Background: an optimization exercise with open tools, aiming at small area. Do not read the settings as production practice.
In this exercise RTL edits were held to simulation tests only and were not proved equivalent to the original.
Power is estimated from default activity; no workload was simulated. No driver is modelled on the clock port, so clocking that relies on it looks cheaper here than on a real chip.

## build 70
// TOP_BRIDGE
module TOP_BRIDGE(
    input         Hclk, Hresetn,
    input  [1:0]  Htrans,
    input  [31:0] Haddr,
    input  [31:0] Hwdata,
    input  [1:0]  Hburst,
    input         Hwrite,
    input         Hsel,
    input         Pready,
    input  [31:0] Prdata,
    output        Psel,
    output [31:0] Paddr,
    output [31:0] Pdata,
    output [31:0] rdata_temp,
    output        Pwrite,
    output        Penable
);
Size in the first run: ~3900 cells after synthesis, ~1300 flip-flops, roughly 200 I/O pins.
clock: 5.0 ns
lec_check: 0
cap_margin: 0
core_area: 2.3 2.72 373.98 372.64
die_area: 0 0 376.425 376.425
place_density: 0.88
slew_margin: 0
standard.sh (not shown) runs the stock make flow with config.mk's settings and CLKGATE_MAP_FILE= SYNTH_SCRIPT=/design/flow/synth_recipe.tcl, a recipe that flattens the netlist after the stock synthesis.
==> flow/flow/run.sh <==
#!/bin/bash
# The standard layout (standard.sh) with three changes:
# - synthesis is the standard flow's own script, except that Yosys's abc maps the
#   combinational logic with flow/area.abc, an area-oriented ABC script
#   (delay-relaxed &nf mapping); flip-flop mapping is unchanged, so the
#   registers are the standard synthesis's;
# - the port buffers are the smallest buffer;
# - the clock tree uses larger sink clusters (up to 30 flip-flops per leaf
#   buffer) and no dummy loads.
# Each tool's output goes to its log under orfs/logs; make's output goes to
# standard.log.
set -euo pipefail
W=$PWD
{
  echo "proc abc {args} {"
  echo "  set i [lsearch -exact \$args -script]"
  echo "  if {\$i >= 0} { lset args [expr {\$i + 1}] $W/flow/area.abc }"
  echo "  yosys abc {*}\$args"
  echo "}"
  cat synth_recipe.tcl
} > flow_synth.tcl
sed "s#SYNTH_SCRIPT=[^ ]*#SYNTH_SCRIPT=$W/flow_synth.tcl#" standard.sh > flow_standard.sh
grep -q "SYNTH_SCRIPT=$W/flow_synth.tcl" flow_standard.sh
export BUFFER_PORTS_ARGS="-buffer_cell sky130_fd_sc_hd__buf_1"
export CTS_ARGS="-sink_clustering_enable -repair_clock_nets -dont_use_dummy_load -buf_list sky130_fd_sc_hd__clkbuf_16 -sink_clustering_size 30 -sink_clustering_max_diameter 100"
bash flow_standard.sh > standard.log 2>&1
==> flow/flow/area.abc <==
strash
dch
amap
&get -n
&st
&dch
&nf -R 1000 -p
&put
topo
stime -c
> inputs changed (build 70 -> build 45)
- changing PLACE_DENSITY from 0.88 to 0.75
==> flow/flow/run.sh <==
#!/bin/bash
# The standard layout (standard.sh) with three changes:
# - synthesis is the standard flow's own script, except that Yosys's abc maps the
#   combinational logic with flow/area.abc, an area-oriented ABC script
#   (delay-relaxed &nf mapping); flip-flop mapping is unchanged, so the
#   registers are the standard synthesis's;
# - the port buffers are the smallest buffer;
# - after global routing, cells on paths with timing slack are downsized
#   (RECOVER_POWER=100);
# - the clock tree uses larger sink clusters (up to 25 flip-flops per leaf
#   buffer) and no dummy loads.
# Each tool's output goes to its log under orfs/logs; make's output goes to
# standard.log.
set -euo pipefail
W=$PWD
{
  echo "proc abc {args} {"
  echo "  set i [lsearch -exact \$args -script]"
  echo "  if {\$i >= 0} { lset args [expr {\$i + 1}] $W/flow/area.abc }"
  echo "  yosys abc {*}\$args"
  echo "}"
  cat synth_recipe.tcl
} > flow_synth.tcl
sed "s#SYNTH_SCRIPT=[^ ]*#SYNTH_SCRIPT=$W/flow_synth.tcl#" standard.sh > flow_standard.sh
grep -q "SYNTH_SCRIPT=$W/flow_synth.tcl" flow_standard.sh
export BUFFER_PORTS_ARGS="-buffer_cell sky130_fd_sc_hd__buf_1"
export RECOVER_POWER=100
export CTS_ARGS="-sink_clustering_enable -repair_clock_nets -dont_use_dummy_load -buf_list sky130_fd_sc_hd__clkbuf_16 -sink_clustering_size 25 -sink_clustering_max_diameter 100"
bash flow_standard.sh > standard.log 2>&1
### Flow results
Build 45: complete, dirty (max-capacitance violations, max-slew violations). As far as sum of negative setup slack goes, build 70 and build 45 are indistinguishable; the numbers are identical. Least setup slack across all paths after layout (build 45 over build 70): decrease, 0.31 ns. Looking at worst-path cell with the longest stage delay, the sky130_fd_sc_hd__or4_1 result is from build 70; the sky130_fd_sc_hd__nor2_1 one comes from build 45. Against build 70, total number of vias in build 45 fell by a few percent. Sequential portion of the cell area across build 45 and build 70: no real change. Status: number of placed cells counting well taps parity (build 70, build 45). Build 45 supports a lower top clock frequency than build 70. Build 45 and build 70 ended up with nearly the same final instance area. Portion of the clock cycle consumed by the worst path in the final layout up 6.2 points in build 45 wrt build 70.
diff inputs: build 45 => build 69
- swapping 0.75 for 0.6 in PLACE_DENSITY
-- flow/flow/run.sh --
<<< build 45, line 6
#   registers are the standard synthesis's;
# - the port buffers are the smallest buffer;
# - after global routing, cells on paths with timing slack are downsized
#   (RECOVER_POWER=100);
# - the clock tree uses larger sink clusters (up to 25 flip-flops per leaf
#   buffer) and no dummy loads.
>>> build 69, line 6
#   registers are the standard synthesis's;
# - the port buffers are the smallest buffer;
# - the clock tree uses larger sink clusters (up to 25 flip-flops per leaf
#   buffer) and no dummy loads.
<<< build 45, line 25
grep -q "SYNTH_SCRIPT=$W/flow_synth.tcl" flow_standard.sh
export BUFFER_PORTS_ARGS="-buffer_cell sky130_fd_sc_hd__buf_1"
export RECOVER_POWER=100
export CTS_ARGS="-sink_clustering_enable -repair_clock_nets -dont_use_dummy_load -buf_list sky130_fd_sc_hd__clkbuf_16 -sink_clustering_size 25 -sink_clustering_max_diameter 100"
bash flow_standard.sh > standard.log 2>&1
>>> build 69, line 23
grep -q "SYNTH_SCRIPT=$W/flow_synth.tcl" flow_standard.sh
export BUFFER_PORTS_ARGS="-buffer_cell sky130_fd_sc_hd__buf_1"
export CTS_ARGS="-sink_clustering_enable -repair_clock_nets -dont_use_dummy_load -buf_list sky130_fd_sc_hd__clkbuf_16 -sink_clustering_size 25 -sink_clustering_max_diameter 100"
bash flow_standard.sh > standard.log 2>&1
### Flow results
[compare] base=build 45 new=build 69: number of endpoints with negative hold slack in the final report stayed essentially flat, relative slew slack rose by 160 points, width of the die stayed essentially flat, post-synthesis net count stayed essentially flat, wire length on met2 rose by about 1.4%.
The fraction of area in clock buffers and inverters of build 45 and that of build 69 are within noise of each other.
Clock insertion delay at the later pin of the skew report delta (build 69 -> build 45): insignificant
There was hardly any difference in via count between build 45 and build 69.
As far as share of synthesized area occupied by flip-flops and latches goes, build 45 and build 69 are indistinguishable; the numbers are identical.
Build 45 → build 69: first-pass GRT wire length went up about 3%; worst-case setup margin in the final layout went up 0.34 ns.
Build 69 completed every stage of the flow, and the final layout passed the timing, design-rule and antenna checks.

========
Starting RTL as in the previous note.
// TOP_BRIDGE
module TOP_BRIDGE(
    input         Hclk, Hresetn,
    input  [1:0]  Htrans,
    input  [31:0] Haddr,
    input  [31:0] Hwdata,
    input  [1:0]  Hburst,
    input         Hwrite,
    input         Hsel,
    input         Pready,
    input  [31:0] Prdata,
    output        Psel,
    output [31:0] Paddr,
    output [31:0] Pdata,
    output [31:0] rdata_temp,
    output        Pwrite,
    output        Penable
);
wire [31:0] Haddr_temp, Hwdata_temp, data_temp, addr_temp;
wire        valid, valid_n, Hwrite_temp, popped, transfer, full;
reg ph;
always @(posedge Hclk)
    ph <= Hresetn && !ph;
AHB_MASTER AS (
    .Hclk(Hclk), .Hresetn(Hresetn), .Htrans(Htrans), .Haddr(Haddr),
    .Hwdata(Hwdata), .Hburst(Hburst), .Hwrite(Hwrite), .Hsel(Hsel),
    .Hready(!full),
    .Haddr_temp(Haddr_temp), .Hwdata_temp(Hwdata_temp), .valid(valid), .valid_n(valid_n),
    .Hwrite_temp(Hwrite_temp)
);
  ...
clock: 5.0 ns
lec_check: 0
cap_margin: 0
core_area: 2.3 2.72 373.98 372.64
die_area: 0 0 376.425 376.425
place_density: 0.75
slew_margin: 0
==> flow/flow/run.sh <==
#!/bin/bash
# The standard layout (standard.sh) with three changes:
# - synthesis is the standard flow's own script, except that Yosys's abc maps the
#   combinational logic with flow/area.abc, an area-oriented ABC script
#   (delay-relaxed &nf mapping); flip-flop mapping is unchanged, so the
#   registers are the standard synthesis's;
# - the port buffers are the smallest buffer;
# - the clock tree uses larger sink clusters (up to 25 flip-flops per leaf
#   buffer) and no dummy loads.
# Each tool's output goes to its log under orfs/logs; make's output goes to
# standard.log.
set -euo pipefail
W=$PWD
{
  echo "proc abc {args} {"
  echo "  set i [lsearch -exact \$args -script]"
  echo "  if {\$i >= 0} { lset args [expr {\$i + 1}] $W/flow/area.abc }"
  echo "  yosys abc {*}\$args"
  echo "}"
  cat synth_recipe.tcl
} > flow_synth.tcl
sed "s#SYNTH_SCRIPT=[^ ]*#SYNTH_SCRIPT=$W/flow_synth.tcl#" standard.sh > flow_standard.sh
grep -q "SYNTH_SCRIPT=$W/flow_synth.tcl" flow_standard.sh
export BUFFER_PORTS_ARGS="-buffer_cell sky130_fd_sc_hd__buf_1"
export CTS_ARGS="-sink_clustering_enable -repair_clock_nets -dont_use_dummy_load -buf_list sky130_fd_sc_hd__clkbuf_16 -sink_clustering_size 25 -sink_clustering_max_diameter 100"
bash flow_standard.sh > standard.log 2>&1
Scripts as last shown in full above: flow/flow/area.abc
The starting point produced a clean layout.
Edit:
- PLACE_DENSITY: 0.75 -> 0.88
After rerunning: Design area stays flat; clock power came out lower slightly; cell count stays flat; global-route usage stays flat; non-clock buffer count came out lower by 2; via count came out higher slightly; routed wire length stays flat.

========
Setup of job 101:
The RTL this note starts from:
==> flow/design.v <==
module AHB_MASTER(
    input             Hclk,
    input             Hresetn,
    input      [1:0]  Htrans,
    input      [31:0] Haddr,
    input      [31:0] Hwdata,
    input      [1:0]  Hburst,
    input             Hwrite, Hsel, Hready,
    input             ph,
    output reg [31:0] Haddr_temp,
    output reg [31:0] Hwdata_temp,
    output reg        valid,
    output reg        valid_n,
    output reg        Hwrite_temp
);
localparam [1:0] IDLE     = 2'b00;
localparam [1:0] BUSY     = 2'b01;
localparam [1:0] ADDRESS  = 2'b10;
localparam [1:0] TRANSFER = 2'b11;
reg [1:0]  present_state, next_state;
reg [1:0]  state_n;
reg [31:0] addr;
reg [31:0] data;
reg [3:0]  count, count_next;
always @(posedge Hclk) begin
    if (!Hresetn)
        addr <= 32'b0;
    else if (present_state[1])
        addr <= Haddr;
end
always @(posedge Hclk) begin
    if (!Hresetn) begin
        present_state <= IDLE;
        state_n       <= ~IDLE;
        count         <= 4'd0;
    end else begin
        present_state <= next_state;
        state_n       <= ~next_state;
        count         <= count_next;
    end
end
wire data_ld   = present_state[1];
wire data_hold = state_n[1];
wire wd_ld     = present_state[1] && (present_state[0] || Hburst == 2'b00);
wire wd_hold   = state_n[1] || (state_n[0] && Hburst != 2'b00);
always @(posedge Hclk) begin
    data        <= ~(({32{data_hold}} | (Hwdata ^ {32{ph}})) & ({32{data_ld}} | data));
    Hwdata_temp <= ~(({32{wd_hold}} | data) & ({32{wd_ld}} | Hwdata_temp));
end
wire active = Hsel && Htrans[1];
wire busy   = Hsel && (Htrans == 2'b01);
always @* begin
    count_next = count;
    case (present_state)
        IDLE:
            if (busy)                 next_state = BUSY;
            else if (active && Hready) next_state = ADDRESS;
            else                      next_state = IDLE;
        BUSY:
            if (Hsel && Htrans == 2'b10 && Hready) next_state = ADDRESS;
            else if (busy || !Hready)              next_state = BUSY;
            else                                   next_state = IDLE;
        ADDRESS:
            if (active && Hready)     next_state = TRANSFER;
            else if (busy || !Hready) next_state = BUSY;
            else                      next_state = IDLE;
        default:  
            if (!Hsel || Htrans == 2'b00)        next_state = IDLE;
            else if (Htrans == 2'b01 || !Hready) next_state = BUSY;
            else if (Hburst == 2'b00)            next_state = ADDRESS;
            else if (Hburst == 2'b01)            next_state = TRANSFER;
            else if (count <= {1'b0, Hburst[0], 2'b11}) begin
                next_state = TRANSFER;
                count_next = count + 1'b1;
            end else begin
                next_state = ADDRESS;
                count_next = 4'd0;
            end
    endcase
end
wire [31:0] limit = Haddr + {28'b0, Hburst[0], ~Hburst[0], 2'b00};
wire        below = Haddr_temp < limit;
always @(posedge Hclk) begin
    case (present_state)
        IDLE: begin
            valid   <= 1'b0;
            valid_n <= 1'b1;
        end
        BUSY: ;
        ADDRESS: begin
            Haddr_temp <= addr;
            if (Hburst == 2'b00)
                Hwrite_temp <= Hwrite;
        end
        default: begin  
            valid       <= 1'b1;
            valid_n     <= 1'b0;
            Hwrite_temp <= Hwrite;
            if (Hburst != 2'b00)
                Haddr_temp <= (Hburst == 2'b01 || below) ? Haddr_temp + 1'b1 : addr;
        end
    endcase
end
endmodule
module APB_SLAVE(
    input             Presetn,
    input             Pclk,
    input      [31:0] addr_temp,
    input      [31:0] data_temp,
    input             popped,
    input      [31:0] Prdata,
    input             transfer,
    input             Pready,
    output reg        Psel,
    output     [31:0] Paddr,
    output     [31:0] Pdata,
    output     [31:0] rdata_temp,
    output reg        Pwrite,
    output reg        Penable
);
localparam [1:0] idle   = 2'b00;
localparam [1:0] setup  = 2'b01;
localparam [1:0] enable = 2'b10;
reg [1:0]  present_state;
reg        rmode;
reg [31:0] a_reg, d_reg;
wire load = (present_state == enable) && transfer && Pready;
always @(posedge Pclk) begin
    if (!Presetn)
        present_state <= idle;
    else case (present_state)
        idle:    present_state <= transfer ? setup : idle;
        setup:   present_state <= enable;
        default: present_state <= !transfer ? idle : Pready ? setup : enable;
    endcase
end
always @(posedge Pclk) begin
    Psel    <= Presetn;
    Penable <= Presetn && (present_state == enable);
    if (!Presetn) begin
        Pwrite <= 1'b0;
        rmode  <= 1'b0;
    end else if (load) begin
        Pwrite <= popped;
        rmode  <= !popped;
    end
    if (!Presetn)
        a_reg <= 32'b0;
    else if (load)
        a_reg <= addr_temp & {32{popped}};
    if (load)
        d_reg <= popped ? data_temp : Prdata;
end
assign Paddr      = a_reg;
assign Pdata      = d_reg & {32{Pwrite}};
assign rdata_temp = d_reg & {32{rmode}};
endmodule
module FIFO_SYNC #(
    parameter WIDTH = 64,
    parameter DEPTH = 16,
    parameter AW    = 4
)(
    input                  clk,
    input                  rst,
    input      [WIDTH-1:0] din,
    input                  wr_en,
    input                  wr_hold,
    input                  rd_en,
    output reg [WIDTH-1:0] dout,
    output                 full,
    output                 empty
);
reg [AW:0] count;
assign empty = (count == 0);
assign full  = count[AW];
wire do_wr   = wr_en && !full;
wire wr_keep = wr_hold || full;
wire do_rd   = rd_en && !empty;
reg  [WIDTH-1:0] mem [0:DEPTH-1];
reg  [WIDTH-1:0] rd_data;
integer k;
always @(posedge clk)
    mem[0] <= ~(({WIDTH{wr_keep}} | din) & ({WIDTH{do_wr}} | mem[0]));
genvar i;
generate
for (i = 1; i < DEPTH; i = i + 1) begin : row
    always @(posedge clk)
        mem[i] <= ~(({WIDTH{wr_keep}} | mem[i-1]) & ({WIDTH{do_wr}} | mem[i]));
end
endgenerate
wire keep = !do_rd;
always @* begin
    rd_data = {WIDTH{keep}} & dout;
    for (k = 0; k < DEPTH; k = k + 1)
        rd_data = rd_data | ({WIDTH{do_rd && count == k + 1}} & mem[k]);
end
always @(posedge clk)
    dout <= ~rd_data;
always @(posedge clk) begin
    if (rst)
        count <= {(AW+1){1'b0}};
    else if (do_wr != do_rd)
        count <= do_wr ? count + 1'b1 : count - 1'b1;
end
endmodule
module FIFO_CONTROL(
    input         Hclk,
    input         Hresetn,
    input  [31:0] Haddr_temp,
    input  [31:0] Hwdata_temp,
    input         valid,
    input         valid_n,
    input         Hwrite_temp,
    input         Pready,
    input         ph,
    output [31:0] data_temp,
    output [31:0] addr_temp,
    output reg    popped,
    output        transfer,
    output        full
);
wire        empty;
wire        rd = transfer && Pready;
wire [63:0] dout;
FIFO_SYNC #(.WIDTH(64)) F (
    .clk(Hclk),
    .rst(!Hresetn),
    .din({Haddr_temp ^ {32{ph}}, Hwdata_temp}),
    .wr_en(valid && Hwrite_temp),
    .wr_hold(valid_n || !Hwrite_temp),
    .rd_en(rd),
    .dout(dout),
    .full(full),
    .empty(empty)
);
assign {addr_temp, data_temp} = dout ^ {64{ph}};
assign transfer = !empty;
always @(posedge Hclk)
    popped <= Hresetn && (popped || rd);
endmodule
module TOP_BRIDGE(
    input         Hclk, Hresetn,
    input  [1:0]  Htrans,
    input  [31:0] Haddr,
    input  [31:0] Hwdata,
    input  [1:0]  Hburst,
    input         Hwrite,
    input         Hsel,
    input         Pready,
    input  [31:0] Prdata,
    output        Psel,
    output [31:0] Paddr,
    output [31:0] Pdata,
    output [31:0] rdata_temp,
    output        Pwrite,
    output        Penable
);
wire [31:0] Haddr_temp, Hwdata_temp, data_temp, addr_temp;
wire        valid, valid_n, Hwrite_temp, popped, transfer, full;
reg ph;
always @(posedge Hclk)
    ph <= Hresetn && !ph;
AHB_MASTER AS (
    .Hclk(Hclk), .Hresetn(Hresetn), .Htrans(Htrans), .Haddr(Haddr),
    .Hwdata(Hwdata), .Hburst(Hburst), .Hwrite(Hwrite), .Hsel(Hsel),
    .Hready(!full), .ph(ph),
    .Haddr_temp(Haddr_temp), .Hwdata_temp(Hwdata_temp), .valid(valid), .valid_n(valid_n),
    .Hwrite_temp(Hwrite_temp)
);
FIFO_CONTROL FC (
    .Hclk(Hclk), .Hresetn(Hresetn), .Haddr_temp(Haddr_temp),
    .Hwdata_temp(Hwdata_temp), .valid(valid), .valid_n(valid_n), .Hwrite_temp(Hwrite_temp),
    .Pready(Pready), .ph(ph),
    .data_temp(data_temp), .addr_temp(addr_temp), .popped(popped),
    .transfer(transfer), .full(full)
);
APB_SLAVE AM (
    .Presetn(Hresetn), .Pclk(Hclk), .addr_temp(addr_temp),
    .data_temp(data_temp), .popped(popped), .Prdata(Prdata),
    .transfer(transfer), .Pready(Pready),
    .Psel(Psel), .Paddr(Paddr), .Pdata(Pdata), .rdata_temp(rdata_temp),
    .Pwrite(Pwrite), .Penable(Penable)
);
endmodule
export LEC_CHECK = 0
export CAP_MARGIN = 0
export CORE_MARGIN = 2
export CORE_UTILIZATION = 35
export PLACE_DENSITY = 0.55
export SLEW_MARGIN = 0
create_clock -name core_clock -period 5.0 [get_ports {Hclk}]
==> flow/flow/run.sh <==
#!/bin/bash
# Standard layout with two changes: the port buffers are the smallest
# buffer, and the clock tree uses larger sink clusters and no dummy loads.
set -euo pipefail
export BUFFER_PORTS_ARGS="-buffer_cell sky130_fd_sc_hd__buf_1"
export CTS_ARGS="-sink_clustering_enable -repair_clock_nets -dont_use_dummy_load -buf_list sky130_fd_sc_hd__clkbuf_16 -sink_clustering_size 30 -sink_clustering_max_diameter 80"
bash standard.sh > standard.log 2>&1
--- input diff job 101..job 102 ---
- DIE_AREA now 0 0 376.425 376.425, previously not set
- CORE_UTILIZATION no longer set, was 35
- CORE_AREA now 2.3 2.72 373.98 372.64, previously not set
- CORE_MARGIN no longer set, was 2
- PLACE_DENSITY now 0.6, was 0.55
==> flow/flow/run.sh <==
#!/bin/bash
# The standard layout (standard.sh) with three changes:
# - synthesis is the standard flow's own script, except that Yosys's abc maps the
#   combinational logic with flow/area.abc, an area-oriented ABC script
#   (delay-relaxed &nf mapping); flip-flop mapping is unchanged, so the
#   registers are the standard synthesis's;
# - the port buffers are the smallest buffer;
# - the clock tree uses larger sink clusters (up to 25 flip-flops per leaf
#   buffer) and no dummy loads.
# Each tool's output goes to its log under orfs/logs; make's output goes to
# standard.log.
set -euo pipefail
W=$PWD
{
  echo "proc abc {args} {"
  echo "  set i [lsearch -exact \$args -script]"
  echo "  if {\$i >= 0} { lset args [expr {\$i + 1}] $W/flow/area.abc }"
  echo "  yosys abc {*}\$args"
  echo "}"
  cat synth_recipe.tcl
} > flow_synth.tcl
sed "s#SYNTH_SCRIPT=[^ ]*#SYNTH_SCRIPT=$W/flow_synth.tcl#" standard.sh > flow_standard.sh
grep -q "SYNTH_SCRIPT=$W/flow_synth.tcl" flow_standard.sh
export BUFFER_PORTS_ARGS="-buffer_cell sky130_fd_sc_hd__buf_1"
export CTS_ARGS="-sink_clustering_enable -repair_clock_nets -dont_use_dummy_load -buf_list sky130_fd_sc_hd__clkbuf_16 -sink_clustering_size 25 -sink_clustering_max_diameter 100"
bash flow_standard.sh > standard.log 2>&1
==> flow/flow/area.abc (new file) <==
&get -n
&st
&dch
&nf -R 1000 -p
&st
&dch
&nf -R 1000 -p
&put
topo
stime -c
Notes after the runs:
- The final report for job 102 shows a completed flow and a layout that fails verification, specifically negative setup slack.
- Job 102 ends up with higher total length of routed met3 wires than job 101 does.
- Cmp job 102 vs job 101: highest clock rate lower in job 102
- Delta (job 102 minus job 101): total power went down, xor and xnor fraction of the mapped netlist area did not really move, via density per instance went up.
> inputs changed (job 102 -> job 103)
==> flow/flow/run.sh <==
#!/bin/bash
# Standard layout with two changes: the port buffers are the smallest
# buffer, and the clock tree uses larger sink clusters (up to 25 flip-flops
# per leaf buffer) and no dummy loads.
set -euo pipefail
export BUFFER_PORTS_ARGS="-buffer_cell sky130_fd_sc_hd__buf_1"
export CTS_ARGS="-sink_clustering_enable -repair_clock_nets -dont_use_dummy_load -buf_list sky130_fd_sc_hd__clkbuf_16 -sink_clustering_size 25 -sink_clustering_max_diameter 100"
bash standard.sh > standard.log 2>&1
removed: flow/flow/area.abc
==> results.txt <==
Job 103: full flow OK, the timing, design-rule and antenna checks passed
From job 102 to job 103 the numbers moved as follows: final period demand of the worst path decreased 0.85 ns; layout overhead on the synthesized area fell by 6.3 points; share of final-layout standard cells stronger than drive strength 1 moved down; least setup slack across all paths after layout has increased.
What job 104 does differently from job 103 at the input level:
==> flow/flow/run.sh <==
#!/bin/bash
# Standard layout with two changes: the port buffers are the smallest
# buffer, and the clock tree uses larger sink clusters and no dummy loads.
set -euo pipefail
export BUFFER_PORTS_ARGS="-buffer_cell sky130_fd_sc_hd__buf_1"
export CTS_ARGS="-sink_clustering_enable -repair_clock_nets -dont_use_dummy_load -buf_list sky130_fd_sc_hd__clkbuf_16 -sink_clustering_size 30 -sink_clustering_max_diameter 80"
bash standard.sh > standard.log 2>&1
--- outcome ---
- Comparing job 104 and job 103, the lower worst max-slew margin expressed relative to the limit was measured on job 104.
- From job 104 to job 103, post-detailed-placement half-perimeter wirelength did not move at all.
- Diff job 104 and job 103: setup slack lower in job 104
- Taking job 103 as the reference, in job 104 minimum clock period climbed 0.043 ns; number of detailed-route iterations in the first pass dropped 1; sequential cell count barely changed; register-to-register setup slack dropped 0.06 ns.

-- static timing again, ports no longer ideal --
The results above use ideal ports. As a check the final layouts listed here were re-extracted and re-timed, cells and wires unchanged. Step 1 sets driving cells, clkbuf_16 on the clock port and buf_2 on the other inputs (assumed; they add their load-dependent delay and slew). Step 2 moves the port delays by t, midway between the first and last clock arrival at a register: inputs arrive t later, outputs are due t later. That takes back most of the time a late clock gives input paths. Slacks: ideal ports / drivers / drivers and shift; pairs: ideal ports / drivers.
run | t, ns | slack for setup (ns) | hold WS [ns]
build 70 | 0.699 | 0.815 / 0.742 / 0.044 | 0.415 / 0.415 / 0.415
build 45 | 0.749 | 0.506 / 0.506 / -0.186 | 0.377 / 0.377 / 0.377
build 69 | 0.732 | 0.845 / 0.777 / 0.045 | 0.360 / 0.360 / 0.360
the first run of note 2 | 0.745 | 0.867 / 0.787 / 0.042 | 0.381 / 0.381 / 0.381
the second run of note 2 | 0.731 | 0.857 / 0.785 / 0.054 | 0.377 / 0.377 / 0.377
job 101 | 0.717 | 0.718 / 0.718 / 0.002 | 0.334 / 0.334 / 0.334
job 102 | 0.750 | -0.123 / -0.164 / -0.914 | 0.365 / 0.365 / 0.365
job 103 | 0.758 | 0.728 / 0.778 / 0.020 | 0.401 / 0.401 / 0.401
job 104 | 0.721 | 0.685 / 0.733 / 0.013 | 0.412 / 0.412 / 0.412
The setup slack of the first run of note 2, which loses most, moves by -0.080 ns with the drivers and by -0.825 ns with both steps.
